What follows belongs to an exercise in optimizing a design on an open flow for small area, a short achievable clock period and few clock cycles per item; a production flow would make more cautious choices.
In this exercise RTL edits were held to simulation tests only and were not proved equivalent to the original.
Power figures rest on the tool's default switching activity, not on a simulated workload.

**flow/design.v**
```verilog
`resetall
`timescale 1ns/10ps
module ECC_ENC_DEC
#(
parameter DATA_WIDTH = 32,
parameter AMBA_ADDR_WIDTH = 20,
parameter AMBA_WORD = 32
)
(
input wire clk,
input wire rst,
input wire [AMBA_ADDR_WIDTH-1:0] PADDR,
input wire [AMBA_WORD-1:0] PWDATA,
input wire PENABLE,
           PSEL,
           PWRITE,
output reg [AMBA_WORD-1:0] PRDATA,
output reg [DATA_WIDTH-1:0] data_out,
output reg operation_done,
output reg [1:0] num_of_errors
);
reg [31:0] CTRL_REG, DATA_IN_REG, CODEWORD_WIDTH_REG, NOISE_REG;
reg [3:0] we;
always @(posedge clk or negedge rst) begin : wr_decode
  if (!rst) we <= 4'd0;
  else begin
    we[0] <= PSEL & ~PENABLE & PWRITE & (PADDR[3:2] == 2'b00);
    we[1] <= PSEL & ~PENABLE & PWRITE & (PADDR[3:2] == 2'b01);
    we[2] <= PSEL & ~PENABLE & PWRITE & (PADDR[3:2] == 2'b10);
    we[3] <= PSEL & ~PENABLE & PWRITE & (PADDR[3:2] == 2'b11);
  end
end
always @(posedge clk or negedge rst) begin : regs
  if (!rst) begin
    DATA_IN_REG <= 32'd0; CODEWORD_WIDTH_REG[1:0] <= 2'd0; NOISE_REG <= 32'd0;
  end else begin
    if (we[1]) DATA_IN_REG <= PWDATA;
    if (we[2]) CODEWORD_WIDTH_REG[1:0] <= PWDATA[1:0];
    if (we[3]) NOISE_REG <= PWDATA;
  end
end
reg clr_n;
always @(posedge clk or negedge rst) begin : clear_ctl
  if (!rst) clr_n <= 1'b0;
  else clr_n <= 1'b1;
end
wire [31:0] wdata = PWDATA & {32{clr_n}};
always @(posedge clk) begin : regs_rb
  if (we[0] | ~clr_n) CTRL_REG <= wdata;
  if (we[2] | ~clr_n) CODEWORD_WIDTH_REG[31:2] <= wdata[31:2];
end
always @(posedge clk or negedge rst) begin : done_reg
  if (!rst) operation_done <= 1'b0;
  else operation_done <= we[0];
end
always @(posedge clk) begin : rd
  case (PADDR[3:2])
    2'b00: PRDATA <= CTRL_REG;
    2'b01: PRDATA <= DATA_IN_REG;
    2'b10: PRDATA <= CODEWORD_WIDTH_REG;
    default: PRDATA <= NOISE_REG;
  endcase
end
reg nSc, cM, cL;
always @(posedge clk or negedge rst) begin : width_copy
  if (!rst) begin
    nSc <= 1'b0; cM <= 1'b0; cL <= 1'b0;
  end else if (we[2]) begin
    nSc <= PWDATA[1] | PWDATA[0];
    cM <= ~PWDATA[1] & PWDATA[0];
    cL <= PWDATA[1] & ~PWDATA[0];
  end
end
wire cS = ~nSc;
wire wS = ~CODEWORD_WIDTH_REG[1] & ~CODEWORD_WIDTH_REG[0];
wire wM = ~CODEWORD_WIDTH_REG[1] &  CODEWORD_WIDTH_REG[0];
wire wL =  CODEWORD_WIDTH_REG[1];
wire [31:0] D = DATA_IN_REG;
wire [31:0] N = NOISE_REG;
wire ea0 = D[0];
wire eb0 = D[0];
wire eg0 = ea0;
wire ee0 = D[0];
wire ea1 = (D[1] ^ D[3]);
wire eb1 = (D[2] ^ D[3]);
wire eg1 = (ea1 ^ D[2]);
wire ee1 = (D[1] ^ D[2]);
wire ea2 = (D[4] ^ D[6]);
wire eb2 = (D[5] ^ D[6]);
wire eg2 = (ea2 ^ D[5]);
wire ee2 = (D[4] ^ D[5]);
wire ea3 = (D[8] ^ D[10]);
wire eb3 = (D[9] ^ D[10]);
wire eg3 = ((ea3 ^ D[9]) ^ D[7]);
wire ee3 = (D[7] ^ D[10]);
wire ea4 = (D[11] ^ D[13]);
wire eb4 = (D[12] ^ D[13]);
wire eg4 = (ea4 ^ D[12]);
wire ee4 = (D[11] ^ D[12]);
wire ea5 = (D[15] ^ D[17]);
wire eb5 = (D[16] ^ D[17]);
wire eg5 = ((ea5 ^ D[16]) ^ D[14]);
wire ee5 = (D[14] ^ D[17]);
wire ea6 = (D[19] ^ D[21]);
wire eb6 = (D[20] ^ D[21]);
wire eg6 = ((ea6 ^ D[20]) ^ D[18]);
wire ee6 = (D[18] ^ D[21]);
wire ea7 = (D[23] ^ D[25]);
wire eb7 = (D[24] ^ D[25]);
wire eg7 = ((ea7 ^ D[24]) ^ D[22]);
wire ee7 = (D[23] ^ D[24]);
wire eS0 = (ea0 ^ ea1);
wire eM0 = eS0 ^ (ea2 ^ ea3);
wire eL0 = ((((D[0] ^ D[1]) ^ (D[3] ^ D[4])) ^ ((D[6] ^ D[8]) ^ (D[10] ^ D[11]))) ^ (((D[13] ^ D[15]) ^ (D[17] ^ D[19])) ^ ((D[21] ^ D[23]) ^ D[25])));
wire eS1 = (eb0 ^ eb1);
wire eM1 = eS1 ^ (eb2 ^ eb3);
wire eL1 = ((((D[0] ^ D[2]) ^ (D[3] ^ D[5])) ^ ((D[6] ^ D[9]) ^ (D[10] ^ D[12]))) ^ (((D[13] ^ D[16]) ^ (D[17] ^ D[20])) ^ ((D[21] ^ D[24]) ^ D[25])));
wire eS2 = eg1;
wire eM2 = eS2 ^ eg3;
wire eL2 = ((((D[1] ^ D[2]) ^ (D[3] ^ D[7])) ^ ((D[8] ^ D[9]) ^ (D[10] ^ D[14]))) ^ (((D[15] ^ D[16]) ^ (D[17] ^ D[22])) ^ ((D[23] ^ D[24]) ^ D[25])));
wire eS3 = 1'b0;
wire eM3 = eS3 ^ (eg2 ^ eg3);
wire eL3 = ((((D[4] ^ D[5]) ^ (D[6] ^ D[7])) ^ ((D[8] ^ D[9]) ^ (D[10] ^ D[18]))) ^ (((D[19] ^ D[20]) ^ (D[21] ^ D[22])) ^ ((D[23] ^ D[24]) ^ D[25])));
wire eS4 = 1'b0;
wire eM4 = eS4 ^ 1'b0;
wire eL4 = ((((D[11] ^ D[12]) ^ (D[13] ^ D[14])) ^ ((D[15] ^ D[16]) ^ (D[17] ^ D[18]))) ^ (((D[19] ^ D[20]) ^ (D[21] ^ D[22])) ^ ((D[23] ^ D[24]) ^ D[25])));
wire pS = (ee0 ^ ee1);
wire pM = pS ^ (ee2 ^ ee3);
wire pL = ((((D[0] ^ D[1]) ^ (D[2] ^ D[4])) ^ ((D[5] ^ D[7]) ^ (D[10] ^ D[11]))) ^ (((D[12] ^ D[14]) ^ (D[17] ^ D[18])) ^ ((D[21] ^ D[23]) ^ D[24])));
wire [4:0] encC = wS ? {2'b00, eS2, eS1, eS0} : wM ? {1'b0, eM3, eM2, eM1, eM0} : {eL4, eL3, eL2, eL1, eL0};
wire encP = wS ? pS : wM ? pM : pL;
wire d0a0 = D[4];
wire d0b0 = D[4];
wire d0g0 = d0a0;
wire d0e0 = D[4];
wire d0a1 = (D[5] ^ D[7]);
wire d0b1 = (D[6] ^ D[7]);
wire d0g1 = (d0a1 ^ D[6]);
wire d0e1 = (D[5] ^ D[6]);
wire sD0_0 = (d0a0 ^ d0a1) ^ D[0];
wire sD0_1 = (d0b0 ^ d0b1) ^ D[1];
wire sD0_2 = d0g1 ^ D[2];
wire d1a0 = D[5];
wire d1b0 = D[5];
wire d1g0 = d1a0;
wire d1e0 = D[5];
wire d1a1 = (D[6] ^ D[8]);
wire d1b1 = (D[7] ^ D[8]);
wire d1g1 = (d1a1 ^ D[7]);
wire d1e1 = (D[6] ^ D[7]);
wire d1a2 = (D[9] ^ D[11]);
wire d1b2 = (D[10] ^ D[11]);
wire d1g2 = (d1a2 ^ D[10]);
wire d1e2 = (D[9] ^ D[10]);
wire d1a3 = (D[13] ^ D[15]);
wire d1b3 = (D[14] ^ D[15]);
wire d1g3 = ((d1a3 ^ D[14]) ^ D[12]);
wire d1e3 = (D[12] ^ D[15]);
wire sD1_0 = ((d1a0 ^ d1a1) ^ (d1a2 ^ d1a3)) ^ D[0];
wire sD1_1 = ((d1b0 ^ d1b1) ^ (d1b2 ^ d1b3)) ^ D[1];
wire sD1_2 = (d1g1 ^ d1g3) ^ D[2];
wire sD1_3 = (d1g2 ^ d1g3) ^ D[3];
wire d2a0 = D[6];
wire d2b0 = D[6];
wire d2g0 = d2a0;
wire d2e0 = D[6];
wire d2a1 = (D[7] ^ D[9]);
wire d2b1 = (D[8] ^ D[9]);
wire d2g1 = (d2a1 ^ D[8]);
wire d2e1 = (D[7] ^ D[8]);
wire d2a2 = (D[10] ^ D[12]);
wire d2b2 = (D[11] ^ D[12]);
wire d2g2 = (d2a2 ^ D[11]);
wire d2e2 = (D[10] ^ D[11]);
wire d2a3 = (D[14] ^ D[16]);
wire d2b3 = (D[15] ^ D[16]);
wire d2g3 = ((d2a3 ^ D[15]) ^ D[13]);
wire d2e3 = (D[13] ^ D[16]);
wire d2a4 = (D[17] ^ D[19]);
wire d2b4 = (D[18] ^ D[19]);
wire d2g4 = (d2a4 ^ D[18]);
wire d2e4 = (D[17] ^ D[18]);
wire d2a5 = (D[21] ^ D[23]);
wire d2b5 = (D[22] ^ D[23]);
wire d2g5 = ((d2a5 ^ D[22]) ^ D[20]);
wire d2e5 = (D[20] ^ D[23]);
wire d2a6 = (D[25] ^ D[27]);
wire d2b6 = (D[26] ^ D[27]);
wire d2g6 = ((d2a6 ^ D[26]) ^ D[24]);
wire d2e6 = (D[24] ^ D[27]);
wire d2a7 = (D[29] ^ D[31]);
wire d2b7 = (D[30] ^ D[31]);
wire d2g7 = ((d2a7 ^ D[30]) ^ D[28]);
wire d2e7 = (D[29] ^ D[30]);
wire sD2_0 = (((d2a0 ^ d2a1) ^ (d2a2 ^ d2a3)) ^ ((d2a4 ^ d2a5) ^ (d2a6 ^ d2a7))) ^ D[0];
wire sD2_1 = (((d2b0 ^ d2b1) ^ (d2b2 ^ d2b3)) ^ ((d2b4 ^ d2b5) ^ (d2b6 ^ d2b7))) ^ D[1];
wire sD2_2 = ((d2g1 ^ d2g3) ^ (d2g5 ^ d2g7)) ^ D[2];
wire sD2_3 = ((d2g2 ^ d2g3) ^ (d2g6 ^ d2g7)) ^ D[3];
wire sD2_4 = ((d2g4 ^ d2g5) ^ (d2g6 ^ d2g7)) ^ D[4];
wire qD0 = (((D[0] ^ D[1]) ^ (D[2] ^ D[3])) ^ ((D[4] ^ D[5]) ^ (D[6] ^ D[7])));
wire qD1 = (((D[8] ^ D[9]) ^ (D[10] ^ D[11])) ^ ((D[12] ^ D[13]) ^ (D[14] ^ D[15])));
wire qD2 = ((((D[16] ^ D[17]) ^ (D[18] ^ D[19])) ^ ((D[20] ^ D[21]) ^ (D[22] ^ D[23]))) ^ (((D[24] ^ D[25]) ^ (D[26] ^ D[27])) ^ ((D[28] ^ D[29]) ^ (D[30] ^ D[31]))));
wire [4:0] synD = wS ? {2'b00, sD0_2, sD0_1, sD0_0} : wM ? {1'b0, sD1_3, sD1_2, sD1_1, sD1_0} : {sD2_4, sD2_3, sD2_2, sD2_1, sD2_0};
wire parDa = wL ? (qD0 ^ qD1) : qD0;
wire parDb = wS ? 1'b0 : wM ? qD1 : qD2;
wire n0a0 = N[4];
wire n0b0 = N[4];
wire n0g0 = n0a0;
wire n0e0 = N[4];
wire n0a1 = (N[5] ^ N[7]);
wire n0b1 = (N[6] ^ N[7]);
wire n0g1 = (n0a1 ^ N[6]);
wire n0e1 = (N[5] ^ N[6]);
wire sN0_0 = (n0a0 ^ n0a1) ^ N[0];
wire sN0_1 = (n0b0 ^ n0b1) ^ N[1];
wire sN0_2 = n0g1 ^ N[2];
wire n1a0 = N[5];
wire n1b0 = N[5];
wire n1g0 = n1a0;
wire n1e0 = N[5];
wire n1a1 = (N[6] ^ N[8]);
wire n1b1 = (N[7] ^ N[8]);
wire n1g1 = (n1a1 ^ N[7]);
wire n1e1 = (N[6] ^ N[7]);
wire n1a2 = (N[9] ^ N[11]);
wire n1b2 = (N[10] ^ N[11]);
wire n1g2 = (n1a2 ^ N[10]);
wire n1e2 = (N[9] ^ N[10]);
wire n1a3 = (N[13] ^ N[15]);
wire n1b3 = (N[14] ^ N[15]);
wire n1g3 = ((n1a3 ^ N[14]) ^ N[12]);
wire n1e3 = (N[12] ^ N[15]);
wire sN1_0 = ((n1a0 ^ n1a1) ^ (n1a2 ^ n1a3)) ^ N[0];
wire sN1_1 = ((n1b0 ^ n1b1) ^ (n1b2 ^ n1b3)) ^ N[1];
wire sN1_2 = (n1g1 ^ n1g3) ^ N[2];
wire sN1_3 = (n1g2 ^ n1g3) ^ N[3];
wire n2a0 = N[6];
wire n2b0 = N[6];
wire n2g0 = n2a0;
wire n2e0 = N[6];
wire n2a1 = (N[7] ^ N[9]);
wire n2b1 = (N[8] ^ N[9]);
wire n2g1 = (n2a1 ^ N[8]);
wire n2e1 = (N[7] ^ N[8]);
wire n2a2 = (N[10] ^ N[12]);
wire n2b2 = (N[11] ^ N[12]);
wire n2g2 = (n2a2 ^ N[11]);
wire n2e2 = (N[10] ^ N[11]);
wire n2a3 = (N[14] ^ N[16]);
wire n2b3 = (N[15] ^ N[16]);
wire n2g3 = ((n2a3 ^ N[15]) ^ N[13]);
wire n2e3 = (N[13] ^ N[16]);
wire n2a4 = (N[17] ^ N[19]);
wire n2b4 = (N[18] ^ N[19]);
wire n2g4 = (n2a4 ^ N[18]);
wire n2e4 = (N[17] ^ N[18]);
wire n2a5 = (N[21] ^ N[23]);
wire n2b5 = (N[22] ^ N[23]);
wire n2g5 = ((n2a5 ^ N[22]) ^ N[20]);
wire n2e5 = (N[20] ^ N[23]);
wire n2a6 = (N[25] ^ N[27]);
wire n2b6 = (N[26] ^ N[27]);
wire n2g6 = ((n2a6 ^ N[26]) ^ N[24]);
wire n2e6 = (N[24] ^ N[27]);
wire n2a7 = (N[29] ^ N[31]);
wire n2b7 = (N[30] ^ N[31]);
wire n2g7 = ((n2a7 ^ N[30]) ^ N[28]);
wire n2e7 = (N[29] ^ N[30]);
wire sN2_0 = (((n2a0 ^ n2a1) ^ (n2a2 ^ n2a3)) ^ ((n2a4 ^ n2a5) ^ (n2a6 ^ n2a7))) ^ N[0];
wire sN2_1 = (((n2b0 ^ n2b1) ^ (n2b2 ^ n2b3)) ^ ((n2b4 ^ n2b5) ^ (n2b6 ^ n2b7))) ^ N[1];
wire sN2_2 = ((n2g1 ^ n2g3) ^ (n2g5 ^ n2g7)) ^ N[2];
wire sN2_3 = ((n2g2 ^ n2g3) ^ (n2g6 ^ n2g7)) ^ N[3];
wire sN2_4 = ((n2g4 ^ n2g5) ^ (n2g6 ^ n2g7)) ^ N[4];
wire qN0 = (((N[0] ^ N[1]) ^ (N[2] ^ N[3])) ^ ((N[4] ^ N[5]) ^ (N[6] ^ N[7])));
wire qN1 = (((N[8] ^ N[9]) ^ (N[10] ^ N[11])) ^ ((N[12] ^ N[13]) ^ (N[14] ^ N[15])));
wire qN2 = ((((N[16] ^ N[17]) ^ (N[18] ^ N[19])) ^ ((N[20] ^ N[21]) ^ (N[22] ^ N[23]))) ^ (((N[24] ^ N[25]) ^ (N[26] ^ N[27])) ^ ((N[28] ^ N[29]) ^ (N[30] ^ N[31]))));
wire [4:0] synN = wS ? {2'b00, sN0_2, sN0_1, sN0_0} : wM ? {1'b0, sN1_3, sN1_2, sN1_1, sN1_0} : {sN2_4, sN2_3, sN2_2, sN2_1, sN2_0};
wire parNa = wL ? (qN0 ^ qN1) : qN0;
wire parNb = wS ? 1'b0 : wM ? qN1 : qN2;
reg [4:0] sD, sN, cE;
reg pDa, pDb, pNa, pNb, pE;
reg [1:0] mode;
reg ddec, nfc;    
always @(posedge clk) begin : stage1
  sD <= synD; pDa <= parDa; pDb <= parDb;
  sN <= synN; pNa <= parNa; pNb <= parNb;
  cE <= encC; pE <= encP;
  mode <= PWDATA[1:0];    
  ddec <= ~PWDATA[1] & PWDATA[0];
  nfc <= ~PWDATA[1];
end
wire m_dec = ~mode[1] & mode[0];
wire m_fc  =  mode[1];
wire [4:0] s = ({5{m_dec}} & sD) | ({5{m_fc}} & sN);
wire p = (m_dec & (pDa ^ pDb)) | (m_fc & (pNa ^ pNb));
wire [1:0] nof = {~p & (|s), p};
wire d_dec = ddec, d_fc = ~nfc;
wire [25:0] g = D[25:0] & {26{~d_dec}};
wire [4:0] lo = cE & {5{~d_dec}};
wire pb = pE & ~d_dec;
wire [31:0] ecw = ({32{cS}} & {24'd0, g[3:0], pb, lo[2:0]}) | ({32{cM}} & {16'd0, g[10:0], pb, lo[3:0]}) | ({32{cL}} & {g, pb, lo});
wire [31:0] nmask = {{16{cL}}, {8{cM | cL}}, 8'hff};
wire [31:0] t = (({32{d_dec}} & D) | ({32{d_fc}} & N)) & nmask;
wire [31:0] fix;
assign fix[0] = p & ((cS & (s == 5'd1)) | (cM & (s == 5'd1)) | (cL & (s == 5'd1)));
assign fix[1] = p & ((cS & (s == 5'd2)) | (cM & (s == 5'd2)) | (cL & (s == 5'd2)));
assign fix[2] = p & ((cS & (s == 5'd4)) | (cM & (s == 5'd4)) | (cL & (s == 5'd4)));
assign fix[3] = p & ((cS & (s == 5'd0)) | (cM & (s == 5'd8)) | (cL & (s == 5'd8)));
assign fix[4] = p & ((cS & (s == 5'd3)) | (cM & (s == 5'd0)) | (cL & (s == 5'd16)));
assign fix[5] = p & ((cS & (s == 5'd5)) | (cM & (s == 5'd3)) | (cL & (s == 5'd0)));
assign fix[6] = p & ((cS & (s == 5'd6)) | (cM & (s == 5'd5)) | (cL & (s == 5'd3)));
assign fix[7] = p & ((cS & (s == 5'd7)) | (cM & (s == 5'd6)) | (cL & (s == 5'd5)));
assign fix[8] = p & ((cM & (s == 5'd7)) | (cL & (s == 5'd6)));
assign fix[9] = p & ((cM & (s == 5'd9)) | (cL & (s == 5'd7)));
assign fix[10] = p & ((cM & (s == 5'd10)) | (cL & (s == 5'd9)));
assign fix[11] = p & ((cM & (s == 5'd11)) | (cL & (s == 5'd10)));
assign fix[12] = p & ((cM & (s == 5'd12)) | (cL & (s == 5'd11)));
assign fix[13] = p & ((cM & (s == 5'd13)) | (cL & (s == 5'd12)));
assign fix[14] = p & ((cM & (s == 5'd14)) | (cL & (s == 5'd13)));
assign fix[15] = p & ((cM & (s == 5'd15)) | (cL & (s == 5'd14)));
assign fix[16] = p & ((cL & (s == 5'd15)));
assign fix[17] = p & ((cL & (s == 5'd17)));
assign fix[18] = p & ((cL & (s == 5'd18)));
assign fix[19] = p & ((cL & (s == 5'd19)));
assign fix[20] = p & ((cL & (s == 5'd20)));
assign fix[21] = p & ((cL & (s == 5'd21)));
assign fix[22] = p & ((cL & (s == 5'd22)));
assign fix[23] = p & ((cL & (s == 5'd23)));
assign fix[24] = p & ((cL & (s == 5'd24)));
assign fix[25] = p & ((cL & (s == 5'd25)));
assign fix[26] = p & ((cL & (s == 5'd26)));
assign fix[27] = p & ((cL & (s == 5'd27)));
assign fix[28] = p & ((cL & (s == 5'd28)));
assign fix[29] = p & ((cL & (s == 5'd29)));
assign fix[30] = p & ((cL & (s == 5'd30)));
assign fix[31] = p & ((cL & (s == 5'd31)));
always @(posedge clk) begin : stage2
  data_out <= (ecw ^ t) ^ fix;
  num_of_errors <= nof;
end
endmodule
```
**flow/flow/run.sh**
```bash
#!/bin/bash
# The standard layout (standard.sh), with two changes to the cells it may use:
#  - the port buffers are buf_1 cells instead of the delay cell buffer_ports picks by default;
#  - the 3-input XOR/XNOR cells are added to the platform's don't-use list, so that
#    synthesis and repair build the parity trees from 2-input XOR/XNOR cells.
set -euo pipefail
export BUFFER_PORTS_ARGS="-buffer_cell sky130_fd_sc_hd__buf_1"
DU=$(make -s -C "$FLOW_HOME" DESIGN_CONFIG="$PWD/config.mk" WORK_HOME="$PWD/orfs" print-DONT_USE_CELLS 2> print.log | sed -n 's/^DONT_USE_CELLS: //p')
[ -n "$DU" ]
DU="$DU sky130_fd_sc_hd__xnor3_1 sky130_fd_sc_hd__xnor3_2 sky130_fd_sc_hd__xnor3_4 sky130_fd_sc_hd__xor3_1 sky130_fd_sc_hd__xor3_2 sky130_fd_sc_hd__xor3_4"
echo "DONT_USE_CELLS=$DU" > dont_use.txt
bash standard.sh DONT_USE_CELLS="$DU" finish > standard.log 2>&1
```
**flow/standard.sh**
```bash
#!/bin/bash
# synth_recipe.tcl (not shown) runs the flow's synth.tcl, then flattens the netlist and writes it again
# the make line also repeats each setting of config.mk as NAME=value (left out here)
make -C /OpenROAD-flow-scripts/flow DESIGN_CONFIG=/design/flow/config.mk WORK_HOME=/design/flow/orfs CLKGATE_MAP_FILE= SYNTH_SCRIPT=/design/flow/synth_recipe.tcl "${@:-finish}"
```
**flow/config.mk**
```make
export PLATFORM = sky130hd
export DESIGN_NAME = ECC_ENC_DEC
export DESIGN_NICKNAME = ECC_ENC_DEC
export VERILOG_FILES = /design/flow/design.v
export SDC_FILE = /design/flow/constraint.sdc
export NUM_CORES = 4
export LEC_CHECK = 0
export CAP_MARGIN = 20
export CORE_MARGIN = 2
export CORE_UTILIZATION = 40
export CTS_CLUSTER_DIAMETER = 100
export CTS_CLUSTER_SIZE = 25
export PLACE_DENSITY = 0.7
export SETUP_SLACK_MARGIN = 2.9
export SLEW_MARGIN = 20
```
**flow/constraint.sdc**
```tcl
create_clock -name core_clock -period 5.0 [get_ports {clk}]
set_input_delay 1.0000 -clock core_clock [delete_from_list [all_inputs] [get_ports {clk}]]
set_output_delay 1.0000 -clock core_clock [all_outputs]
set_load 0.01 [all_outputs]
```
==> results.ini, run 1 <==
[drt]
postRouteAntennaNets = 0
route.detailed.drc = 0
wl_per_cell_um = 20.4
vias_per_cell = 5.48
drt-total-wl_um = 29700
vias = 7980
first_pass_iters = 8
drtIter0Drc = 785

[cts]
worstSkewPairLatency_ns = 0.49
clock_sinks = 227
clk_path_buf_depth = 3
ctsHtreeMaxLevel = 1
root_buffer = clkbuf_16
cts_buffers = 13
tritoncts = built
clkTransAtPathRegs_ns = 0.10
hold_buffers = 0

[placed_design]
dp.cells = 1420
postPlaceCellArea_mm2 = 0.0121
io_buffers = 105
dpl.hpwl_um = 20700
gp_congestion = 0.895

[final_layout]
design_area_mm2 = 0.0128
area_growth_pct = 11.2
fin_util = 0.448
fin_cells = 1456
diodes = 0
fill_cells = 2745
drive_gt1_frac = 0.183
layout.nets = 1123

[status]
status = timing/DRC/antenna clean

[global_routing]
grt_pass1_wl_um = 45500
grtUsageTotal = 0.194
grt_max_degree = 48
antenna_found_initial = 1
overflow = 0
first_global_vias = 7779

[yosys]
yosysWarnings = 1
yosysMostFrequentCell = xnor2_1
synthesis.nets = 1053
synthArstFlopShare = 0.330
yosys-top-cells-area = dfrtp_1 (16%), edfxtp_1 (16%), dfxtp_1 (16%)
synth-seq-cells = 227
synth_commonest_cells = xnor2_1 (157), dfxtp_1 (90), dfrtp_1 (75), edfxtp_1 (62), mux2_2 (61)
ys.flop_type = dfxtp_1
yosys.area.top_type_share = 0.163
synth_cell_type_count = 54
synth_area_mm2 = 0.0115
yosysTopAreaCell = dfrtp_1
synth_edf_count = 62
syn_avg_cell_area_um2 = 11.6
seq_area_frac_synth = 0.481
synth_cells = 996

[setup_path]
rr_worst_depth = 6
crit_type = register to register
endpoint = data_out[19]
crit_slowest_cell = dfxtp_1
reg2reg_to = data_out[19]
worstPathCellList = nor2b_4 > a22oi_2 > nor2_4 > nand2_2 > or3_1 > a21oi_1
slowest_delay_ns = 0.43
path_max_fanout = 8
worstPathArrival_ns = 2.51
crit_family = simple AND/OR/NAND/NOR gates
worstSetupStartpointType = register
startpoint = mode[0]
crit_path_end_kind = register
r2r_start = mode[0]
required_ns = 5.36
path_buf_inv = 0
r2r_setup_slack_ns = 2.86
cp_num_cells = 6

[flow_run]
drv_cap = 0

[floorplan]
rows = 62
initial_core_util = 0.403
io_pins = 124
core_mm2 = 0.0285
die_height_um = 174
die_x_um = 174
die_area_mm2 = 0.0301

[min_path]
worstHoldPathType = register to register

[timing]
rsz0062_at_grt = yes
slew_headroom = 0.386
tightest_slew_ns = 0.922
period_minus_slack_ns = 2.14
tns_ns = 0
report.final.slew_viol_count = 0
setup_viol = 0
hold_violations = 0
max_freq_mhz = 467
timing.final.crit_share = 0.429
whs_ns = 0.393
skew_ns = 0.0303

[power]
leakagePower_nw = 4.64
p_per_area_mw_per_mm2 = 595
vdd.ir_drop.worst_mv = 0.294

==> report_power, final <==
group | internal [mW] | leakage [nW] | switching, mW
logic | 1.82 | 2.12 | 1.85
clock network | 0.502 | 0.181 | 0.608
registers | 2.29 | 2.34 | 0.538
==> worst min path at each step <==
stage / from / end / cells past startpoint
2_1_floorplan: we[0] / operation_done / 0
3_3_place_gp: we[0] / operation_done / 0
3_5_place_dp: we[0] / operation_done / 0
4_1_cts: we[0] / operation_done / 0
5_1_grt: we[0] / operation_done / 0
6_report: we[0] / operation_done / 0
==> layer usage <==
metal	up-vias	wire length, um	global-route usage
met5	-	13	0
met4	2	746	0.0494
met3	56	1970	0.0364
met2	294	14200	0.325
met1	3969	12800	0.261
li1	3659	-	-
==> cells by family (layout without fill, tap and decap cells) <==
kind of cell	count (synthesis)	count (layout)	synth area share
simple gates	178	178	0.0804
compound gates	185	185	0.105
xor+xnor	209	209	0.167
buf+inv	93	169	0.0351
flops	227	227	0.481
other cells	1	1	0.000326
mux	103	103	0.131
==> per-stage QoR <==
stage,power (mW),setup WS (ns)
finish,7.61,2.86
global route,8.07,2.77
CTS,7.51,2.77
detailed placement,6.37,2.19
global placement,6.31,2.19
floorplan,5.57,2.87
==> timing repair <==
action,in CTS,in global routing
buffers inserted,4,9
gates cloned,1,1
setup endpoints to repair,48,37
resized for setup,16,33
pin swaps,0,2
==> cells in the final DEF (no fill, tap or decap), types with 5 or more instances in the layout <==
cell type / count
a21oi_1: 41
a221oi_1: 21
a22oi_1: 24
a22oi_2: 5
a31oi_1: 17
and2_1: 34
buf_1: 102
buf_4: 24
clkbuf_1: 6
clkbuf_16: 13
dfrtp_1: 61
dfrtp_2: 12
dfxtp_1: 87
edfxtp_1: 62
inv_1: 13
mux2_2: 61
mux2i_1: 10
mux4_2: 31
nand2_1: 38
nand2b_1: 11
nor2_1: 32
nor2b_1: 19
nor3_1: 9
nor3b_1: 5
o21ai_0: 44
o31ai_1: 8
or3_1: 16
xnor2_1: 153
xnor2_2: 13
xor2_1: 38
==> sequential cells by signal, indices dropped and copies added, names as in the netlist, 2 cells and up <==
register	count
cE	5
sD	5
DATA_IN_REG	32
sN	5
data_out	32
CODEWORD_WIDTH_REG	32
we	4
NOISE_REG	32
PRDATA	32
mode	2
num_of_errors	2
CTRL_REG	32
==> area by class of cell <==
cell class / instances / area (um2) / share of cell area
Clock buffer: 19 / 348 / 0.0272
Clock inverter: 2 / 27.5 / 0.00215
Timing Repair Buffer: 130 / 594 / 0.0464
Sequential cell: 227 / 5570 / 0.435
Timing Repair inverter: 2 / 10.0 / 0.000782
Inverter: 16 / 65.1 / 0.00508
Multi-Input combinational cell: 676 / 5700 / 0.446
Tap cell: 384 / 480 / 0.0375
==> worst reg2reg max path, stage by stage, from the launching register on <==
cell	delay (ns)
dfxtp_1	0.43
nor2b_4	0.26
a22oi_2	0.20
nor2_4	0.25
nand2_2	0.21
or3_1	0.42
a21oi_1	0.25
Testbench counts, summed over its fixed seeds: cycles 12,384, ops 1,920.
==> run 2: changes to the inputs <==
--- a/flow/config.mk
+++ b/flow/config.mk
@@ -12,3 +12,3 @@
 export CTS_CLUSTER_SIZE = 25
-export PLACE_DENSITY = 0.7
+export GPL_TIMING_DRIVEN = 0
 export SETUP_SLACK_MARGIN = 2.9
==> results.ini, run 2 <==
[setup_path]
r2r_setup_slack_ns = 2.99
r2r_start = NOISE_REG[9]
worstPathArrival_ns = 2.43
startpoint = NOISE_REG[9]
crit_path_end_kind = register
worstSetupStartpointType = register
endpoint = sN[1]
rr_worst_depth = 8
crit_type = register to register
path_max_fanout = 9
required_ns = 5.42
reg2reg_to = sN[1]

[drt]
vias_per_cell = 5.37
postRouteAntennaNets = 0
drtIter0Drc = 717
wl_per_cell_um = 21.3
route.detailed.drc = 0
first_pass_iters = 5
vias = 8127
drt-total-wl_um = 32300

[cts]
cts_buffers = 13
worstSkewPairLatency_ns = 0.49
tritoncts = built
root_buffer = clkbuf_16
clock_sinks = 227
hold_buffers = 0
clk_path_buf_depth = 3
ctsHtreeMaxLevel = 1
clkTransAtPathRegs_ns = 0.10

[floorplan]
io_pins = 124
die_height_um = 174
core_mm2 = 0.0285
initial_core_util = 0.403
die_area_mm2 = 0.0301
rows = 62
die_x_um = 174

[final_layout]
fin_util = 0.460
drive_gt1_frac = 0.195
area_growth_pct = 14.2
final_common_cell = xnor2_1
layout.nets = 1180
fin_cells = 1514
most-common-layout-cells = xnor2_1 (146), buf_1 (106), dfxtp_1 (90)
fill_cells = 2743

[min_path]
worstHoldPathType = register to register
holdPathStages = 0

[timing]
tightest_slew_ns = 0.833
whs_ns = 0.377
report.final.slew_viol_count = 0
rsz0062_at_grt = yes
slew_headroom = 0.445
setup_viol = 0
period_minus_slack_ns = 2.01
max_freq_mhz = 497
hold_violations = 0
timing.final.crit_share = 0.403
skew_ns = 0.0147
tns_ns = 0

[placed_design]
io_buffers = 103
dpl.hpwl_um = 24300
gp_congestion = 0.919
dp.cells = 1487

[power]
vdd.ir_drop.worst_mv = 0.291
pwr-share-seq = 0.327
p_int_mw = 4.75
swShare = 0.400
p_total_mw = 7.91
p_clk_frac = 0.146
combPwrFrac = 0.527
p_per_area_mw_per_mm2 = 602
p_switching_mw = 3.16
leakagePower_nw = 4.87

[yosys]
yosysMostFrequentCell = xnor2_1
yosysWarnings = 1
synth_xor_area_frac = 0.167
synth_cells = 996
synth_top_family_by_area = XOR/XNOR gates
synth_edf_count = 62
ys.flop_type = dfxtp_1
synth-seq-cells = 227
yosysTopAreaCell = dfrtp_1
synth_cell_type_count = 54
synth.area.mux_share = 0.131
yosys.area_share.simple = 0.0804
synth_area_mm2 = 0.0115
synth_commonest_cells = xnor2_1 (157), dfxtp_1 (90), dfrtp_1 (75), edfxtp_1 (62), mux2_2 (61)
synth_compound_area_frac = 0.105
synthArstFlopShare = 0.330
seq_area_frac_synth = 0.481
syn_avg_cell_area_um2 = 11.6
yosys-top-cells-area = dfrtp_1 (16%), edfxtp_1 (16%), dfxtp_1 (16%)
yosys.area.top_type_share = 0.163
synthesis.nets = 1053
yosys.area_share.adder = 0

[global_routing]
grt_pass1_wl_um = 49100
overflow = 0
grtUsageTotal = 0.214
first_global_vias = 7978
antenna_found_initial = 0
grt_max_degree = 31

[status]
status = timing/DRC/antenna clean

[flow_run]
drv_cap = 0

[run 2: worst min path at each step]
| stage | end | from |
|---|---|---|
| floorplan | operation_done | we[0] |
| global placement | operation_done | we[0] |
| detailed placement | operation_done | we[0] |
| CTS | operation_done | we[0] |
| global route | operation_done | we[0] |
| finish | operation_done | we[0] |
[run 2: worst max-delay path: stages, from the launching register on]
cell and delay, ns:
dfrtp_1 0.37, buf_2 0.22, xnor2_2 0.23, xnor2_2 0.16
xor2_1 0.32, xnor2_1 0.14, xnor2_1 0.13, mux2i_1 0.23
xnor2_1 0.15
[run 2: area by class of cell]
class	instances	area, um2	share of cell area
Antenna cell	1	2.50	0.000190
Buffer	77	392	0.0298
Clock buffer	18	344	0.0262
Clock inverter	3	51.3	0.00390
Inverter	16	65.1	0.00495
Multi-Input combinational cell	676	5750	0.438
Sequential cell	227	5550	0.422
Tap cell	384	480	0.0366
Timing Repair Buffer	112	505	0.0385
[run 2: power by group through the flow]
stage	Sequential [mW]	Combinational (mW)	Clock, mW
final	2.59	4.17	1.15
after global routing	2.64	4.48	1.24
after CTS	2.58	4.00	1.18
after detailed placement	2.62	3.97	0
after global placement	2.61	3.95	0
after floorplan	2.59	2.98	0
[run 2: what timing repair did]
| item | CTS | global route |
|---|---|---|
| endpoints found under the setup margin | 33 | 63 |
| setup buffers | 0 | 5 |
| pin swaps | 1 | 5 |
| gates resized for setup | 15 | 58 |
[run 2: metal layers]
metal  track usage  vias up  share of wire
met4        0.0532        0          0.024
met5             0        -              0
li1              -     3773              -
met1         0.291     4049           0.44
met2         0.366      260           0.49
met3        0.0243       45          0.045
[run 2: per-stage QoR]
step | area [um2] | setup WS (ns)
2_1_floorplan | 11500 | 2.87
3_3_place_gp | 12400 | -0.220
3_5_place_dp | 12500 | 2.21
4_1_cts | 12900 | 2.87
5_1_grt | 13100 | 2.87
6_report | 13100 | 2.99
[run 2: logic make-up after synthesis]
logic type,after synthesis
other,1
DFF,227
buffers and inverters,93
xor gates and xnor gates,209
AOI/OAI and AO/OA,185
and+or+nand+nor,178
muxes,103
==> run 3: changes to the inputs <==
--- a/flow/config.mk
+++ b/flow/config.mk
@@ -12,4 +12,3 @@
 export CTS_CLUSTER_SIZE = 25
-export GPL_TIMING_DRIVEN = 0
-export SETUP_SLACK_MARGIN = 2.9
+export SETUP_SLACK_MARGIN = 2.85
 export SLEW_MARGIN = 20
==> results.ini, run 3 <==
[cts]
root_buffer = clkbuf_16
clock_sinks = 227
clk_path_buf_depth = 3
cts_buffers = 13
clkTransAtPathRegs_ns = 0.10
ctsHtreeMaxLevel = 1
hold_buffers = 0
tritoncts = built
worstSkewPairLatency_ns = 0.49

[final_layout]
area_growth_pct = 10.2
layout.nets = 1110
fill_cells = 2733
design_area_mm2 = 0.0127
diodes = 0
final_common_cell = xnor2_1
most-common-layout-cells = xnor2_1 (154), buf_1 (102), dfxtp_1 (88)
drive_gt1_frac = 0.168

[yosys]
synthesis.nets = 1053
seq_area_frac_synth = 0.481
synth_cell_type_count = 54
synth-seq-cells = 227
yosysMostFrequentCell = xnor2_1
yosys-top-cells-area = dfrtp_1 (16%), edfxtp_1 (16%), dfxtp_1 (16%)
yosys.area.top_type_share = 0.163
synth_area_mm2 = 0.0115
ys.flop_type = dfxtp_1
synthArstFlopShare = 0.330
synth_commonest_cells = xnor2_1 (157), dfxtp_1 (90), dfrtp_1 (75), edfxtp_1 (62), mux2_2 (61)
synth_cells = 996
synth_edf_count = 62
yosysTopAreaCell = dfrtp_1
yosysWarnings = 1
syn_avg_cell_area_um2 = 11.6

[timing]
slew_headroom = 0.302
report.final.slew_viol_count = 0
worst_slack_ns = 2.86
skew_ns = 0.0168
tns_ns = 0
max_freq_mhz = 468
timing.final.crit_share = 0.427
tightest_slew_ns = 1.05
hold_violations = 0
rsz0062_at_grt = yes
setup_viol = 0
period_minus_slack_ns = 2.14

[setup_path]
worstSetupStartpointType = register
crit_slowest_cell = dfxtp_2
path_max_fanout = 17
slowest_delay_ns = 0.57
crit_path_end_kind = register
rr_worst_depth = 8
reg2reg_to = data_out[16]
r2r_setup_slack_ns = 2.86
crit_type = register to register
required_ns = 5.37
worstPathArrival_ns = 2.50
worstPathCellList = nor2b_4 > a22oi_2 > inv_2 > nand2_1 > nor2_1 > nand2_1 > xor2_1 > nor2_1
r2r_start = mode[1]

[floorplan]
io_pins = 124
initial_core_util = 0.403
die_area_mm2 = 0.0301
die_height_um = 174
rows = 62
die_x_um = 174
core_mm2 = 0.0285

[min_path]
holdPathStages = 0
worstHoldPathType = register to register
worstHoldStart = we[0]
hold_end = operation_done

[global_routing]
grtUsageTotal = 0.198
antenna_found_initial = 0
grt_pass1_wl_um = 45900
first_global_vias = 7624
grt_max_degree = 48
overflow = 0

[power]
p_total_mw = 7.57
p_per_area_mw_per_mm2 = 597
vdd.ir_drop.worst_mv = 0.261
leakagePower_nw = 4.56

[drt]
vias = 7718
drtIter0Drc = 658
first_pass_iters = 7
drt-total-wl_um = 30100
wl_per_cell_um = 20.8
vias_per_cell = 5.35
route.detailed.drc = 0
postRouteAntennaNets = 0

[placed_design]
io_buffers = 105
dp_slack_ns = 2.17
postPlaceCellArea_mm2 = 0.0121
dpl.hpwl_um = 21300
gp_congestion = 0.884

[flow_run]
drv_cap = 0

[status]
status = timing/DRC/antenna clean

==> run 3: cells by family (layout without fill, tap and decap cells) <==
logic type | count (synthesis) | after routing | synth area share
AOI/OAI and AO/OA | 185 | 185 | 0.105
buffers and inverters | 93 | 156 | 0.0351
other | 1 | 1 | 0.000326
muxes | 103 | 103 | 0.131
and+or+nand+nor | 178 | 178 | 0.0804
xor gates and xnor gates | 209 | 209 | 0.167
DFF | 227 | 227 | 0.481
==> run 3: layout make-up <==
cell class / count / area (um2) / share of cell area
clock inverters: 2 / 25.0 / 0.00197
repair inverters: 1 / 5.00 / 0.000394
inverters: 16 / 63.8 / 0.00503
clock buffers: 19 / 369 / 0.0291
well taps: 384 / 480 / 0.0379
flip-flops and latches: 227 / 5560 / 0.438
repair buffers: 118 / 517 / 0.0407
multi-input cells: 676 / 5670 / 0.447
==> run 3: critical path, delay by kind of cell (launching register included) <==
kind                      cells  cell delay (ns)
and+or+nand+nor               5             0.57
DFF                           1             0.57
AOI/OAI and AO/OA             1             0.46
xor gates and xnor gates      1             0.25
buffers and inverters         1             0.15
==> run 3: layer usage <==
metal,global-route usage,up-vias,share of wire
met2,0.329,219,0.47
met5,0,-,0
met1,0.273,3816,0.45
met3,0.0303,44,0.052
met4,0.0515,0,0.022
li1,-,3639,-
==> run 3: timing repair <==
| action | 4_1_cts | 5_1_grt |
|---|---|---|
| cloned | 0 | 1 |
| gates resized for setup | 14 | 23 |
| setup buffers | 0 | 2 |
| setup endpoints to repair | 44 | 39 |
| pin swaps | 0 | 1 |
==> run 3: worst max-delay path by stage <==
stage | start | endpoint
after floorplan | PADDR[3] | PRDATA[19]
after global placement | PADDR[3] | PRDATA[6]
after detailed placement | PADDR[3] | PRDATA[4]
after CTS | mode[1] | data_out[16]
after global routing | DATA_IN_REG[11] | pE
final | mode[1] | data_out[16]
==> run 3: per-stage QoR <==
stage	cells	hold WS [ns]	utilization
2_1_floorplan	996	0.346	-
3_3_place_gp	1419	0.349	0.425
3_5_place_dp	1419	0.362	0.425
4_1_cts	1440	0.384	0.440
5_1_grt	1443	0.401	0.444
6_report	1443	0.378	0.444
==> run 3: report_power, final <==
group / internal [mW] / total (mW) / switching (mW)
Combinational: 1.79 / 3.60 / 1.81
Sequential: 2.29 / 2.84 / 0.546
Clock: 0.528 / 1.14 / 0.613
Total: 4.60 / 7.57 / 2.97
==> run 4: changes to the inputs <==
--- a/flow/config.mk
+++ b/flow/config.mk
@@ -12,3 +12,3 @@
 export CTS_CLUSTER_SIZE = 25
-export SETUP_SLACK_MARGIN = 2.85
+export SETUP_SLACK_MARGIN = 2.92
 export SLEW_MARGIN = 20
==> results.ini, run 4 <==
[setup_path]
crit_type = register to primary output
required_ns = 4.00
crit_slowest_cell = dfxtp_1
worstPathCellList = buf_1
crit_path_end_kind = primary output
path_buf_inv = 1
worstPathArrival_ns = 1.02
path_max_fanout = 1
crit_family = flip-flops
slowest_delay_ns = 0.37
worstSetupStartpointType = register

[floorplan]
die_x_um = 174
die_area_mm2 = 0.0301
initial_core_util = 0.403
core_mm2 = 0.0285
io_pins = 124
rows = 62
die_height_um = 174

[power]
p_switching_mw = 3.06
swShare = 0.398
p_int_mw = 4.63
vdd.ir_drop.worst_mv = 0.271
combPwrFrac = 0.488
p_clk_frac = 0.143
leakagePower_nw = 4.61
p_per_area_mw_per_mm2 = 600
pwr-share-seq = 0.369

[status]
status = timing/DRC/antenna clean

[yosys]
synth-seq-cells = 227
synth_edf_count = 62
yosys.area.top_type_share = 0.163
ys.flop_type = dfxtp_1
synthesis.nets = 1053
synth_cells = 996
synth_cell_type_count = 54
yosysWarnings = 1
synthArstFlopShare = 0.330
synth_area_mm2 = 0.0115
yosysMostFrequentCell = xnor2_1
yosys-top-cells-area = dfrtp_1 (16%), edfxtp_1 (16%), dfxtp_1 (16%)
syn_avg_cell_area_um2 = 11.6
yosysTopAreaCell = dfrtp_1
synth_commonest_cells = xnor2_1 (157), dfxtp_1 (90), dfrtp_1 (75), edfxtp_1 (62), mux2_2 (61)
seq_area_frac_synth = 0.481

[cts]
clkTransAtPathRegs_ns = 0.10
clk_path_buf_depth = 3
cts_buffers = 13
tritoncts = built
ctsHtreeMaxLevel = 1
clock_sinks = 227
root_buffer = clkbuf_16
worstSkewPairLatency_ns = 0.48
hold_buffers = 0

[final_layout]
design_area_mm2 = 0.0128
most-common-layout-cells = xnor2_1 (153), buf_1 (102), dfxtp_1 (87)
layout.nets = 1120
fin_cells = 1453
final_common_cell = xnor2_1
diodes = 0
area_growth_pct = 11.3
drive_gt1_frac = 0.187

[global_routing]
overflow = 0
grt_max_degree = 48
first_global_vias = 7487
grtUsageTotal = 0.199
grt_pass1_wl_um = 46600
antenna_found_initial = 0

[drt]
vias_per_cell = 5.41
postRouteAntennaNets = 0
first_pass_iters = 5
drt-total-wl_um = 30300
wl_per_cell_um = 20.8
drtIter0Drc = 686
vias = 7856
route.detailed.drc = 0

[placed_design]
dpl.hpwl_um = 21200
postPlaceCellArea_mm2 = 0.0121
gp_congestion = 0.879
dp.cells = 1419
io_buffers = 105

[timing]
whs_ns = 0.397
tightest_slew_ns = 0.972
period_minus_slack_ns = 2.02
skew_ns = 0.0258
timing.final.crit_share = 0.404
setup_viol = 0
hold_violations = 0
tns_ns = 0
slew_headroom = 0.352
report.final.slew_viol_count = 0
rsz0062_at_grt = yes
max_freq_mhz = 496

[flow_run]
drv_cap = 0

[min_path]
worstHoldPathType = register to register

run 4: cell counts after synthesis:
Identical to the previous run, type by type.
run 4: final timing paths:
path | start | to | slack [ns] | depth (start not counted)
worst max-delay path | PRDATA[15] | PRDATA[15] | 2.98 | 1
worst min-delay path | we[0] | operation_done | 0.40 | 0
worst max register to register | mode[1] | data_out[24] | 2.99 | 7
worst min register to register | we[0] | operation_done | 0.40 | 0
max in group asynchronous | rst | DATA_IN_REG[5] | 3.47 | 2
min in group asynchronous | rst | NOISE_REG[29] | 0.48 | 1
run 4: final cells by class:
class / count / area, um2
fillers: 2759 / 15700
multi-input cells: 676 / 5720
flip-flops and latches: 227 / 5580
repair buffers: 128 / 583
well taps: 384 / 480
clock buffers: 18 / 344
inverters: 16 / 63.8
clock inverters: 3 / 28.8
repair inverters: 1 / 7.51
run 4: power groups by stage:
stage / clock network [mW] / registers [mW] / logic [mW]
floorplan: 0 / 2.59 / 2.98
global placement: 0 / 2.85 / 3.53
detailed placement: 0 / 2.85 / 3.57
CTS: 1.14 / 2.83 / 3.61
global route: 1.20 / 2.89 / 4.04
finish: 1.10 / 2.84 / 3.75
run 4: per-layer routing:
metal,wire (um),track usage,share of wire
met3,1500,0.0193,0.049
met2,14300,0.325,0.47
met1,13800,0.289,0.46
met5,0,0,0
met4,645,0.0438,0.021
run 4: worst reg2reg max path, cell delays in order (launching register included):
cell and delay [ns]:
dfxtp_4 0.48, nor2b_4 0.09, buf_4 0.14, o21ai_0 0.05
and2_1 0.29, nand2_2 0.19, or3_1 0.45, a21oi_2 0.23
run 4: repair_timing:
item / 4_1_cts / 5_1_grt
endpoints found under the setup margin: 107 / 40
cloned: 1 / 0
resized for setup: 31 / 28
pin swaps: 0 / 2
buffers inserted: 1 / 11
run 4: per-stage QoR:
stage	utilization	setup WS (ns)	power, mW
5_1_grt	0.449	2.89	8.13
6_report	0.449	2.98	7.69
4_1_cts	0.442	2.80	7.57
3_3_place_gp	0.425	2.17	6.38
3_5_place_dp	0.425	2.16	6.42
2_1_floorplan	-	2.96	5.57
run 4: logic make-up (layout without fill, tap and decap cells):
group | Yosys count | count (layout) | share of synthesized area
muxes | 103 | 103 | 0.131
xor gates and xnor gates | 209 | 209 | 0.167
AOI/OAI and AO/OA | 185 | 185 | 0.105
other | 1 | 1 | 0.000326
buffers and inverters | 93 | 166 | 0.0351
and+or+nand+nor | 178 | 178 | 0.0804
DFF | 227 | 227 | 0.481
==> run 5: changes to the inputs <==
--- a/flow/config.mk
+++ b/flow/config.mk
@@ -12,3 +12,3 @@
 export CTS_CLUSTER_SIZE = 25
-export SETUP_SLACK_MARGIN = 2.92
+export SETUP_SLACK_MARGIN = 2.97
 export SLEW_MARGIN = 20
==> results.ini, run 5 <==
[drt]
vias_per_cell = 5.41
wl_per_cell_um = 20.9
drtIter0Drc = 764
route.detailed.drc = 0
vias = 7845
postRouteAntennaNets = 0
drt-total-wl_um = 30400
first_pass_iters = 6

[yosys]
synth-seq-cells = 227
yosysWarnings = 1
synth_commonest_cells = xnor2_1 (157), dfxtp_1 (90), dfrtp_1 (75), edfxtp_1 (62), mux2_2 (61)
yosys-top-cells-area = dfrtp_1 (16%), edfxtp_1 (16%), dfxtp_1 (16%)
synth_cells = 996
syn_avg_cell_area_um2 = 11.6
yosysTopAreaCell = dfrtp_1
synth_edf_count = 62
synthesis.nets = 1053
yosysMostFrequentCell = xnor2_1
yosys.area.top_type_share = 0.163
synthArstFlopShare = 0.330
seq_area_frac_synth = 0.481
ys.flop_type = dfxtp_1
synth_cell_type_count = 54
synth_area_mm2 = 0.0115

[timing]
tns_ns = 0
whs_ns = 0.374
tightest_slew_ns = 1.07
setup_viol = 0
timing.final.crit_share = 0.415
slew_headroom = 0.289
hold_violations = 0
report.final.slew_viol_count = 0
period_minus_slack_ns = 2.07
worst_slack_ns = 2.93
max_freq_mhz = 482
skew_ns = 0.0308
rsz0062_at_grt = yes

[setup_path]
reg2reg_to = data_out[17]
crit_type = register to register
slowest_delay_ns = 0.42
worstPathArrival_ns = 2.46
path_max_fanout = 17
r2r_setup_slack_ns = 2.93
r2r_start = mode[1]
required_ns = 5.39
crit_path_end_kind = register
rr_worst_depth = 7
crit_slowest_cell = dfxtp_4
worstSetupStartpointType = register
worstPathCellList = nor2b_4 > a22oi_2 > buf_4 > nor2_4 > nand2_4 > or3_1 > a21oi_1

[global_routing]
grt_pass1_wl_um = 46000
first_global_vias = 7525
grt.met2_usage = 0.322
overflow = 0
antenna_found_initial = 1
grt_max_degree = 53
grtUsageMet1 = 0.275
busiest_layer = met2
grtUsageTotal = 0.199
global_route.usage.met3 = 0.0336

[cts]
root_buffer = clkbuf_16
worstSkewPairLatency_ns = 0.49
hold_buffers = 0
cts_buffers = 13
tritoncts = built
ctsHtreeMaxLevel = 1
clock_sinks = 227
clkTransAtPathRegs_ns = 0.10
clk_path_buf_depth = 3

[floorplan]
core_mm2 = 0.0285
die_x_um = 174
rows = 62
io_pins = 124
die_area_mm2 = 0.0301
initial_core_util = 0.403
die_height_um = 174

[placed_design]
dpl.hpwl_um = 21100
gp_congestion = 0.888
postPlaceCellArea_mm2 = 0.0121
io_buffers = 105
dp_slack_ns = 2.12
dp.cells = 1419

[final_layout]
fin_util = 0.452
layout.nets = 1117
area_growth_pct = 12.0
fill_cells = 2707
diodes = 0
most-common-layout-cells = xnor2_1 (146), buf_1 (93), dfxtp_1 (86)
design_area_mm2 = 0.0129
drive_gt1_frac = 0.209
fin_cells = 1450
final_common_cell = xnor2_1

[power]
combPwrFrac = 0.484
leakagePower_nw = 4.69
p_clk_frac = 0.144
p_per_area_mw_per_mm2 = 596
swShare = 0.393
p_switching_mw = 3.02
pwr-share-seq = 0.372
p_int_mw = 4.66
vdd.ir_drop.worst_mv = 0.250
p_total_mw = 7.68

[flow_run]
drv_cap = 0

[min_path]
hold_end = operation_done
worstHoldStart = we[0]
worstHoldPathType = register to register
holdPathStages = 0

[status]
status = timing/DRC/antenna clean

[run 5: worst max-delay path: cells and delay by family, from the launching register on]
kind | cells | cell delay (ns)
and+or+nand+nor | 4 | 0.95
AOI/OAI and AO/OA | 2 | 0.42
DFF | 1 | 0.42
buffers and inverters | 1 | 0.17
[run 5: worst max path at each step]
stage	start	end	slack, ns	cells past startpoint
detailed placement	PADDR[3]	PRDATA[7]	2.12	3
finish	mode[1]	data_out[17]	2.93	7
CTS	mode[1]	data_out[16]	2.85	8
global placement	PADDR[3]	PRDATA[4]	2.14	3
floorplan	PADDR[3]	PRDATA[19]	2.97	3
global route	mode[1]	data_out[17]	2.86	7
[run 5: cells by family after synthesis]
family | after synthesis | share of synthesized area
simple gates | 178 | 0.0804
other cells | 1 | 0.000326
flops | 227 | 0.481
xor+xnor | 209 | 0.167
mux | 103 | 0.131
compound gates | 185 | 0.105
buf+inv | 93 | 0.0351
[run 5: what timing repair did]
action | 4_1_cts | 5_1_grt
pin swaps | 0 | 6
cloned | 1 | 0
buffers inserted | 2 | 7
gates resized for setup | 34 | 54
setup endpoints to repair | 107 | 52
[run 5: final cells by class]
| class | instances | area [um2] | share of cell area |
|---|---|---|---|
| Multi-Input combinational cell | 676 | 5810 | 0.450 |
| Sequential cell | 227 | 5590 | 0.434 |
| Timing Repair Buffer | 125 | 573 | 0.0445 |
| Tap cell | 384 | 480 | 0.0373 |
| Clock buffer | 19 | 348 | 0.0270 |
| Inverter | 16 | 66.3 | 0.00514 |
| Clock inverter | 2 | 23.8 | 0.00184 |
| Timing Repair inverter | 1 | 5.00 | 0.000388 |
[run 5: power groups by stage]
stage	Combinational, mW	Clock (mW)	Sequential, mW
finish	3.72	1.10	2.86
global route	4.03	1.20	2.91
CTS	3.56	1.13	2.84
detailed placement	3.50	0	2.87
global placement	3.47	0	2.86
floorplan	2.98	0	2.59
[run 5: metal layers]
metal / part of all wire / vias up
met1: 0.44 / 3897
met3: 0.063 / 50
li1: - / 3631
met2: 0.47 / 267
met4: 0.028 / 0
met5: 0 / -
==> run 6: changes to the inputs <==
--- a/flow/config.mk
+++ b/flow/config.mk
@@ -11,4 +11,4 @@
 export CTS_CLUSTER_DIAMETER = 100
-export CTS_CLUSTER_SIZE = 25
-export SETUP_SLACK_MARGIN = 2.97
+export CTS_CLUSTER_SIZE = 30
+export SETUP_SLACK_MARGIN = 2.9
 export SLEW_MARGIN = 20
==> results.ini, run 6 <==
[flow_run]
drv_cap = 0

[power]
leakagePower_nw = 4.64
p_switching_mw = 3.04
p_per_area_mw_per_mm2 = 599
swShare = 0.396
pwr-share-seq = 0.368
vdd.ir_drop.worst_mv = 0.264
p_total_mw = 7.68
p_int_mw = 4.64
p_clk_frac = 0.150
combPwrFrac = 0.483

[floorplan]
core_mm2 = 0.0285
initial_core_util = 0.403
io_pins = 124
die_height_um = 174
die_area_mm2 = 0.0301
rows = 62
die_x_um = 174

[timing]
setup_viol = 0
timing.final.crit_share = 0.426
tightest_slew_ns = 1.04
slew_headroom = 0.303
period_minus_slack_ns = 2.13
tns_ns = 0
hold_violations = 0
rsz0062_at_grt = yes
skew_ns = 0.0239
max_freq_mhz = 469
report.final.slew_viol_count = 0

[final_layout]
layout.nets = 1115
fill_cells = 2737
most-common-layout-cells = xnor2_1 (151), buf_1 (102), dfxtp_1 (87)
area_growth_pct = 11.5
diodes = 0
final_common_cell = xnor2_1
drive_gt1_frac = 0.183

[setup_path]
crit_type = register to register
worstPathCellList = nor3_1 > nor3b_1 > a221oi_1 > a31o_2 > xor2_1
slowest_delay_ns = 0.69
endpoint = data_out[0]
worstPathArrival_ns = 2.54
crit_slowest_cell = nor3_1
startpoint = cM
r2r_setup_slack_ns = 2.87
crit_path_end_kind = register
rr_worst_depth = 5
r2r_start = cM
path_max_fanout = 36
required_ns = 5.41
worstSetupStartpointType = register
reg2reg_to = data_out[0]

[global_routing]
antenna_found_initial = 0
busiest_layer = met2
grt_pass1_wl_um = 45900
first_global_vias = 7581
grtUsageTotal = 0.197
overflow = 0
global_route.usage.met3 = 0.0298
grtUsageMet1 = 0.276
grt.met2_usage = 0.325
grt_max_degree = 41

[cts]
cts_buffers = 12
ctsHtreeMaxLevel = 1
clk_path_buf_depth = 3
worstSkewPairLatency_ns = 0.49
clkTransAtPathRegs_ns = 0.11
hold_buffers = 0
tritoncts = built
root_buffer = clkbuf_16
clock_sinks = 227

[yosys]
synthArstFlopShare = 0.330
synth_cell_type_count = 54
yosys.area.top_type_share = 0.163
syn_avg_cell_area_um2 = 11.6
synth_commonest_cells = xnor2_1 (157), dfxtp_1 (90), dfrtp_1 (75), edfxtp_1 (62), mux2_2 (61)
synthesis.nets = 1053
synth_edf_count = 62
synth-seq-cells = 227
yosysMostFrequentCell = xnor2_1
yosysWarnings = 1
seq_area_frac_synth = 0.481
yosys-top-cells-area = dfrtp_1 (16%), edfxtp_1 (16%), dfxtp_1 (16%)
ys.flop_type = dfxtp_1
synth_area_mm2 = 0.0115
yosysTopAreaCell = dfrtp_1
synth_cells = 996

[placed_design]
io_buffers = 105
gp_congestion = 0.878
dpl.hpwl_um = 20800

[min_path]
worstHoldPathType = register to register
holdPathStages = 0

[drt]
postRouteAntennaNets = 0
vias = 7833
first_pass_iters = 5
drtIter0Drc = 673
vias_per_cell = 5.41
wl_per_cell_um = 20.6
route.detailed.drc = 0
drt-total-wl_um = 29800

[status]
status = timing/DRC/antenna clean

## run 6: final cells by class
class / count / area [um2] / share of cell area
inverters: 16 / 65.1 / 0.00507
multi-input cells: 676 / 5730 / 0.446
clock buffers: 15 / 354 / 0.0276
well taps: 384 / 480 / 0.0375
flip-flops and latches: 227 / 5580 / 0.435
repair inverters: 1 / 7.51 / 0.000585
repair buffers: 124 / 569 / 0.0444
clock inverters: 5 / 50.0 / 0.00390
## run 6: worst max-delay path, delay by kind of cell (launching register included)
family          cells  cell delay [ns]
simple gates        2             0.83
compound gates      2             0.44
flops               1             0.66
xor+xnor            1             0.13
## run 6: timing repair
item	in CTS	in global routing
endpoints found under the hold margin	0	0
setup endpoints to repair	100	90
buffers inserted	2	6
cloned	1	0
pin swaps	1	2
gates resized for setup	18	38
## run 6: cell families (layout without fill, tap and decap cells)
| group | count (synthesis) | after routing | synth area share |
|---|---|---|---|
| multiplexers | 103 | 103 | 0.131 |
| AO/OA/AOI/OAI | 185 | 185 | 0.105 |
| buffers and inverters | 93 | 161 | 0.0351 |
| AND/OR/NAND/NOR | 178 | 178 | 0.0804 |
| flip-flops | 227 | 227 | 0.481 |
| other | 1 | 1 | 0.000326 |
| XOR/XNOR | 209 | 209 | 0.167 |
## run 6: worst min-delay path by stage
stage                     startpoint        endpoint  slack, ns
after detailed placement       we[0]  operation_done       0.35
after CTS                      we[0]  operation_done       0.38
after global routing           we[0]  operation_done       0.41
after global placement         we[0]  operation_done       0.35
after floorplan                we[0]  operation_done       0.35
final                          we[0]  operation_done       0.39
## run 6: per-layer routing
layer,up-vias,routed length (um),share of wire
li1,3648,-,-
met1,3891,13400,0.45
met2,258,14100,0.47
met3,36,1780,0.060
met4,0,486,0.016
met5,-,0,0
## run 6: power by group through the flow
stage / logic (mW) / registers [mW] / clock network, mW
floorplan: 2.98 / 2.59 / 0
global placement: 3.53 / 2.85 / 0
detailed placement: 3.56 / 2.85 / 0
CTS: 3.60 / 2.81 / 1.18
global route: 4.03 / 2.88 / 1.24
finish: 3.71 / 2.82 / 1.15
## run 6: through the flow
| step | hold WS, ns | setup WS, ns | instances | utilization | instance area (um2) |
|---|---|---|---|---|---|
| after floorplan | 0.346 | 2.87 | 996 | - | 11500 |
| after global placement | 0.350 | 2.17 | 1419 | 0.425 | 12100 |
| after detailed placement | 0.354 | 2.17 | 1419 | 0.425 | 12100 |
| after CTS | 0.380 | 2.79 | 1442 | 0.442 | 12600 |
| after global routing | 0.405 | 2.77 | 1448 | 0.449 | 12800 |
| final | 0.386 | 2.87 | 1448 | 0.449 | 12800 |
==> run 7: changes to the inputs <==
--- a/flow/config.mk
+++ b/flow/config.mk
@@ -10,4 +10,4 @@
 export CORE_UTILIZATION = 40
-export CTS_CLUSTER_DIAMETER = 100
-export CTS_CLUSTER_SIZE = 30
+export CTS_CLUSTER_DIAMETER = 80
+export CTS_CLUSTER_SIZE = 20
 export SETUP_SLACK_MARGIN = 2.9
==> results.ini, run 7 <==
[status]
status = timing/DRC/antenna clean

[power]
leakagePower_nw = 4.66
vdd.ir_drop.worst_mv = 0.303
p_total_mw = 7.78
p_per_area_mw_per_mm2 = 604

[setup_path]
path_max_fanout = 21
required_ns = 5.35
slowest_delay_ns = 0.55
worstPathArrival_ns = 2.39
r2r_setup_slack_ns = 2.98
worstPathCellList = clkbuf_2 > buf_4 > mux4_2
crit_slowest_cell = mux4_2
reg2reg_to = data_out[23]
rr_worst_depth = 6
crit_path_end_kind = register
r2r_start = mode[0]
crit_type = primary input to register
worstSetupStartpointType = primary input

[final_layout]
final_common_cell = xnor2_1
layout.nets = 1121
fill_cells = 2727
diodes = 0
area_growth_pct = 12.0
most-common-layout-cells = xnor2_1 (151), buf_1 (102), dfxtp_1 (87)
drive_gt1_frac = 0.188

[drt]
drt-total-wl_um = 29900
vias = 7856
wl_met2_um = 14400
wl_met3_um = 1660
wl_met1_um = 13400
wl_per_cell_um = 20.5
route.detailed.drc = 0
vias_per_cell = 5.40
drtIter0Drc = 586
first_pass_iters = 6
postRouteAntennaNets = 0
top_layer = met5

[yosys]
synth_area_mm2 = 0.0115
yosysMostFrequentCell = xnor2_1
syn_avg_cell_area_um2 = 11.6
seq_area_frac_synth = 0.481
synthesis.nets = 1053
yosys.area.top_type_share = 0.163
synth_cell_type_count = 54
synth_commonest_cells = xnor2_1 (157), dfxtp_1 (90), dfrtp_1 (75), edfxtp_1 (62), mux2_2 (61)
synthArstFlopShare = 0.330
synth-seq-cells = 227
ys.flop_type = dfxtp_1
yosysWarnings = 1
synth_cells = 996
yosysTopAreaCell = dfrtp_1
yosys-top-cells-area = dfrtp_1 (16%), edfxtp_1 (16%), dfxtp_1 (16%)
synth_edf_count = 62

[flow_run]
drv_cap = 0

[global_routing]
first_global_vias = 7593
overflow = 0
grt_max_degree = 41
grt_pass1_wl_um = 45800
antenna_found_initial = 1
grtUsageTotal = 0.197

[timing]
tns_ns = 0
report.final.slew_viol_count = 0
tightest_slew_ns = 0.901
rsz0062_at_grt = yes
period_minus_slack_ns = 2.04
slew_headroom = 0.399
max_freq_mhz = 491
timing.final.crit_share = 0.408
skew_ns = 0.0130
hold_violations = 0
setup_viol = 0

[cts]
clock_sinks = 227
clk_path_buf_depth = 3
cts_buffers = 15
clkTransAtPathRegs_ns = 0.09
root_buffer = clkbuf_16
worstSkewPairLatency_ns = 0.48
tritoncts = built
ctsHtreeMaxLevel = 1

[floorplan]
die_height_um = 174
initial_core_util = 0.403
die_x_um = 174
rows = 62
core_mm2 = 0.0285
die_area_mm2 = 0.0301
io_pins = 124

[placed_design]
gp_congestion = 0.878
io_buffers = 105
dpl.hpwl_um = 20800

[min_path]
worstHoldStart = we[0]
hold_end = operation_done
worstHoldPathType = register to register
holdPathStages = 0

run 7: cell counts after synthesis:
Identical to the previous run, type by type.
run 7: stage by stage:
stage / cell area, um2 / util / instances / setup slack [ns] / hold slack [ns]
final: 12900 / 0.451 / 1456 / 2.96 / 0.380
after global routing: 12900 / 0.451 / 1456 / 2.88 / 0.399
after detailed placement: 12100 / 0.425 / 1419 / 2.17 / 0.354
after floorplan: 11500 / - / 996 / 2.87 / 0.346
after global placement: 12100 / 0.425 / 1419 / 2.17 / 0.350
after CTS: 12600 / 0.443 / 1447 / 2.79 / 0.382
run 7: kinds of logic (layout without fill, tap and decap cells):
group           after synthesis  count (layout)  synth area share
flops                       227             227             0.481
xor+xnor                    209             209             0.167
compound gates              185             185             0.105
simple gates                178             178            0.0804
mux                         103             103             0.131
buf+inv                      93             169            0.0351
other cells                   1               1          0.000326
run 7: worst max path at each step:
stage	start	to	slack, ns	cells after the start
5_1_grt	DATA_IN_REG[19]	pDb	2.88	7
4_1_cts	mode[0]	data_out[25]	2.79	6
3_5_place_dp	PADDR[3]	PRDATA[13]	2.17	3
2_1_floorplan	PADDR[3]	PRDATA[19]	2.87	3
6_report	PADDR[2]	PRDATA[31]	2.96	3
3_3_place_gp	PADDR[3]	PRDATA[8]	2.17	3
run 7: cell type report:
| type | count | area (um2) | share of cell area |
|---|---|---|---|
| clock inverters | 1 | 11.3 | 0.000874 |
| multi-input cells | 676 | 5750 | 0.446 |
| flip-flops and latches | 227 | 5580 | 0.433 |
| clock buffers | 24 | 419 | 0.0325 |
| repair buffers | 127 | 579 | 0.0450 |
| inverters | 16 | 65.1 | 0.00505 |
| repair inverters | 1 | 7.51 | 0.000583 |
| well taps | 384 | 480 | 0.0373 |
run 7: what timing repair did:
action | in CTS | in global routing
pin swaps | 1 | 1
buffers inserted | 2 | 9
hold buffers | 0 | 0
endpoints found under the setup margin | 101 | 39
cloned | 1 | 0
gates resized for setup | 19 | 41
run 7: per-layer routing:
metal,vias up,GRT usage
li1,3656,-
met1,3898,0.274
met2,265,0.327
met3,35,0.0285
met4,2,0.0445
met5,-,0
run 7: worst max-delay path, delay by kind of cell:
| kind | cells | cell delay, ns |
|---|---|---|
| muxes | 1 | 0.55 |
| buffers and inverters | 2 | 0.83 |
run 7: where the power goes:
| part | leakage [nW] | internal [mW] | switching [mW] |
|---|---|---|---|
| registers | 2.34 | 2.29 | 0.533 |
| clock network | 0.208 | 0.583 | 0.608 |
| logic | 2.11 | 1.85 | 1.91 |

-- what the ideal ports hide --
Ports are ideal in the flow. The routed layouts listed here were re-timed in OpenROAD.
Step 1 (the two cells are an assumption about what drives the block):
set clk [get_ports {clk}]
set_driving_cell -lib_cell sky130_fd_sc_hd__clkbuf_16 $clk
set_driving_cell -lib_cell sky130_fd_sc_hd__buf_2 [delete_from_list [all_inputs] $clk]
Step 2 also shifts input and output timing later by t, the mid clock arrival at the registers, as if the neighbouring blocks saw the same clock.
Slacks: ideal / step 1 / step 2; pairs: ideal / step 1.
| run | t (ns) | setup WS [ns] | worst hold slack (ns) | worst register clock-pin slew, ns |
|---|---|---|---|---|
| run 1 | 0.518 | 2.857 / 2.857 / 2.512 | 0.393 / 0.393 / 0.393 | 0.11 / 0.11 |
| run 2 | 0.529 | 2.986 / 2.983 / 2.528 | 0.377 / 0.377 / 0.377 | 0.10 / 0.10 |
| run 3 | 0.528 | 2.865 / 2.865 / 2.455 | 0.378 / 0.378 / 0.378 | 0.10 / 0.10 |
| run 4 | 0.519 | 2.982 / 2.935 / 2.525 | 0.397 / 0.397 / 0.397 | 0.10 / 0.10 |
| run 5 | 0.522 | 2.927 / 2.927 / 2.620 | 0.374 / 0.374 / 0.374 | 0.10 / 0.10 |
| run 6 | 0.529 | 2.868 / 2.868 / 2.481 | 0.386 / 0.386 / 0.386 | 0.12 / 0.12 |
| run 7 | 0.520 | 2.961 / 2.952 / 2.468 | 0.380 / 0.380 / 0.380 | 0.09 / 0.09 |
After both steps setup and hold are still met in every run listed. The setup slack of run 7, which loses most, moves by -0.009 ns with the drivers and by -0.493 ns with both steps.
